This is an optimization exercise on Yosys and OpenROAD, whose aim is small area, not a production implementation. Only simulation tests tie the RTL to the original design; equivalence was not proved. Power figures rest on the tool's default switching activity, not on a simulated workload.

==> flow/design.v (excerpt) <==
module Syntacore_simple
#(parameter   MSTR_NUM     = 2,
              SLV_NUM      = 4,
              DATA_WDTH    = 32,
              ADDR_WDTH    = 32,
              IDL_NUM      = 5
)
(
   input                                                  i_clk,
   input                                                  rst,
   input          [(MSTR_NUM - 1)                  : 0]   i_m_s_req,
   input          [(MSTR_NUM * ADDR_WDTH - 1)      : 0]   i_m_s_addr,
   input          [(MSTR_NUM - 1)                  : 0]   i_m_s_cmd,
   input          [(MSTR_NUM * DATA_WDTH - 1)      : 0]   i_m_s_wdata,
   input          [(SLV_NUM - 1)                   : 0]   i_s_m_ack,
   input          [(SLV_NUM * DATA_WDTH - 1)       : 0]   i_s_m_rdata,
   output   reg   [(SLV_NUM - 1)                   : 0]   o_m_s_req,
   output   reg   [(SLV_NUM * ADDR_WDTH - 1)       : 0]   o_m_s_addr,
   output   reg   [(SLV_NUM - 1)                   : 0]   o_m_s_cmd,
   output   reg   [(SLV_NUM * DATA_WDTH - 1)       : 0]   o_m_s_wdata,
   output   reg   [(MSTR_NUM - 1)                  : 0]   o_s_m_ack,
   output   reg   [(MSTR_NUM * DATA_WDTH - 1)      : 0]   o_s_m_rdata
);
clock: 5.0 ns
lec_check: 0
abc_area: 1
cap_margin: 20
core_area: 5 5 135 135
cts_buf_list: sky130_fd_sc_hd__clkbuf_4 sky130_fd_sc_hd__clkbuf_8
die_area: 0 0 140 140
slew_margin: 20
standard.sh (not shown) runs the stock make flow with config.mk's settings and CLKGATE_MAP_FILE= SYNTH_SCRIPT=/design/flow/synth_recipe.tcl, a recipe that flattens the netlist after the stock synthesis.
==> flow/flow/run.sh <==
#!/bin/bash
# Standard ORFS layout, except that the port buffers that global placement
# inserts use the smallest buffer (buf_1) instead of the tool's default pick.
set -euo pipefail
cd "$(dirname "$0")/.."
export BUFFER_PORTS_ARGS="-buffer_cell sky130_fd_sc_hd__buf_1"
bash standard.sh > flow_standard.log 2>&1
The first run ended with an error in 3_2_place_iop, error PPL-0024.
==> next run, changes <==
==> flow/flow/run.sh (replaced) <==
#!/bin/bash
# Standard ORFS layout with two changes:
#  * after the standard synthesis, the combinational logic of the netlist is
#    mapped again by ABC with an area-oriented script (remap.ys); the
#    flip-flops are kept as they are (same instances, names and cells);
#  * the port buffers that global placement inserts use buf_1.
# Each tool's output goes to a log file of its own in this folder.
set -euo pipefail
cd "$(dirname "$0")/.."
W=$PWD
R=$W/orfs/results/$FLOW_PLATFORM/Syntacore_simple/base
LIB=$FLOW_HOME/platforms/$FLOW_PLATFORM/lib/sky130_fd_sc_hd__tt_025C_1v80.lib
export BUFFER_PORTS_ARGS="-buffer_cell sky130_fd_sc_hd__buf_1"

bash standard.sh "$R/1_2_yosys.v" > log_1_synth.log 2>&1
cp "$R/1_2_yosys.v" "$W/synth_standard.v"

# cells ABC must not use: the platform's don't-use cells
DONT=$(grep -o 'cell *( *"\?sky130_fd_sc_hd__\(lpflow\|probe\)[a-z0-9_]*' "$LIB" | sed 's/.*"\?\(sky130[a-z0-9_]*\)/-dont_use \1/' | tr '\n' ' ')
sed -e "s#@LIB@#$LIB#g" -e "s#@IN@#$W/synth_standard.v#" -e "s#@OUT@#$W/synth_remap.v#" \
    -e "s#@SCRIPT@#$W/flow/remap.abc#" -e "s#@DONT@#$DONT#" flow/remap.ys > remap_run.ys
YOSYS=yosys
[[ -x $FLOW_HOME/../tools/install/yosys/bin/yosys ]] && YOSYS=$FLOW_HOME/../tools/install/yosys/bin/yosys
$YOSYS -l log_2_remap.log -q remap_run.ys > /dev/null 2>&1
cp "$W/synth_remap.v" "$R/1_2_yosys.v"

bash standard.sh > log_3_layout.log 2>&1
==> flow/flow/remap.abc (new file) <==
strash
dch
amap
topo
==> flow/flow/remap.ys (new file) <==
# Re-map the combinational cells of the standard synthesis netlist.
read_liberty -ignore_miss_func @LIB@
read_verilog @IN@
hierarchy -top Syntacore_simple
# flip-flops and tie cells stay as they are
blackbox sky130_fd_sc_hd__dfxtp_1 sky130_fd_sc_hd__dfxtp_2 sky130_fd_sc_hd__dfxtp_4 sky130_fd_sc_hd__conb_1
flatten
opt_clean -purge
abc -liberty @LIB@ -script @SCRIPT@ @DONT@
opt_clean -purge
stat -liberty @LIB@
write_verilog -noattr -noexpr -nohex -nodec @OUT@
The changed run did not get past 3_2_place_iop.
Synthesized area is lower by 21%.
Synthesized cell count is lower by 34%.
==> next run, changes <==
==> flow/flow/run.sh (replaced) <==
#!/bin/bash
# Standard ORFS layout, except that the port buffers that global placement
# inserts use the smallest buffer (buf_1) instead of the tool's default pick.
set -euo pipefail
cd "$(dirname "$0")/.."
export BUFFER_PORTS_ARGS="-buffer_cell sky130_fd_sc_hd__buf_1"
bash standard.sh > flow_standard.log 2>&1
CORE_AREA = 5 5 215 215   (was 5 5 135 135)
CTS_BUF_LIST = sky130_fd_sc_hd__clkbuf_8   (was sky130_fd_sc_hd__clkbuf_4 sky130_fd_sc_hd__clkbuf_8)
DIE_AREA = 0 0 220 220   (was 0 0 140 140)
removed: flow/flow/remap.abc
removed: flow/flow/remap.ys
After rerunning: The changed run finished clean; synthesized cell count increases by well over a third; area after synthesis rose by a quarter to a third.
==> next run, changes <==
==> flow/flow/run.sh (replaced) <==
#!/bin/bash
# Standard ORFS layout with two changes:
#  * after the standard synthesis, the combinational logic of the netlist is
#    mapped again by ABC with an area-oriented script (remap.ys); the
#    flip-flops are kept as they are (same instances, names and cells);
#  * the port buffers that global placement inserts use buf_1.
# Each tool's output goes to a log file of its own in this folder.
set -euo pipefail
cd "$(dirname "$0")/.."
W=$PWD
R=$W/orfs/results/$FLOW_PLATFORM/Syntacore_simple/base
LIB=$FLOW_HOME/platforms/$FLOW_PLATFORM/lib/sky130_fd_sc_hd__tt_025C_1v80.lib
export BUFFER_PORTS_ARGS="-buffer_cell sky130_fd_sc_hd__buf_1"

bash standard.sh "$R/1_2_yosys.v" > log_1_synth.log 2>&1
cp "$R/1_2_yosys.v" "$W/synth_standard.v"

# cells ABC must not use: the platform's don't-use cells
DONT=$(grep -o 'cell *( *"\?sky130_fd_sc_hd__\(lpflow\|probe\)[a-z0-9_]*' "$LIB" | sed 's/.*"\?\(sky130[a-z0-9_]*\)/-dont_use \1/' | tr '\n' ' ')
sed -e "s#@LIB@#$LIB#g" -e "s#@IN@#$W/synth_standard.v#" -e "s#@OUT@#$W/synth_remap.v#" \
    -e "s#@SCRIPT@#$W/flow/remap.abc#" -e "s#@DONT@#$DONT#" flow/remap.ys > remap_run.ys
YOSYS=yosys
[[ -x $FLOW_HOME/../tools/install/yosys/bin/yosys ]] && YOSYS=$FLOW_HOME/../tools/install/yosys/bin/yosys
$YOSYS -l log_2_remap.log -q remap_run.ys > /dev/null 2>&1
cp "$W/synth_remap.v" "$R/1_2_yosys.v"

bash standard.sh > log_3_layout.log 2>&1
==> flow/flow/remap.abc (new file) <==
strash
dch
amap
topo
==> flow/flow/remap.ys (new file) <==
# Re-map the combinational cells of the standard synthesis netlist.
read_liberty -ignore_miss_func @LIB@
read_verilog @IN@
hierarchy -top Syntacore_simple
# flip-flops and tie cells stay as they are
blackbox sky130_fd_sc_hd__dfxtp_1 sky130_fd_sc_hd__dfxtp_2 sky130_fd_sc_hd__dfxtp_4 sky130_fd_sc_hd__conb_1
flatten
opt_clean -purge
abc -liberty @LIB@ -script @SCRIPT@ @DONT@
opt_clean -purge
stat -liberty @LIB@
write_verilog -noattr -noexpr -nohex -nodec @OUT@
First-iteration DRC count rose by 4.4%; cell area went down by 8.9%; die area is unchanged; worst hold slack degrades by 0.0034 ns; routed wire length increases by 12%; synthesized area goes down by 21%; via count fell by 4.5%; total power rose by 8.4%; synthesized cell count is lower by 34%; global-route usage grows by 1.8 points.

## static timing again, ports no longer ideal
In the flow no input, the clock included, has a driving cell. The finished layouts below were timed again as built, in two steps.
Step 1 (the two cells are an assumption about what drives the block):
set clk [get_ports {i_clk}]
set_driving_cell -lib_cell sky130_fd_sc_hd__clkbuf_16 $clk
set_driving_cell -lib_cell sky130_fd_sc_hd__buf_2 [delete_from_list [all_inputs] $clk]
Step 2 adds t to the input delays and takes it off the output delays; t is the mean of the earliest and latest rising clock arrival at the registers after step 1. Input paths then give back, and output paths get back, about the clock's delay inside the block.
Three values: no drivers, after step 1, after step 2; two values: the first two.
run	shift t [ns]	setup WS [ns]	hold WS [ns]	worst register clock-pin slew, ns
the third run	0.295	1.246 / 1.217 / 1.217	0.460 / 0.460 / 0.460	0.09 / 0.09
the fourth run	0.297	0.932 / 0.908 / 0.908	0.457 / 0.457 / 0.457	0.10 / 0.10
After both steps setup and hold are still met in every run listed. The setup slack of the third run, which loses most, moves by -0.029 ns with the drivers and by -0.029 ns with both steps.
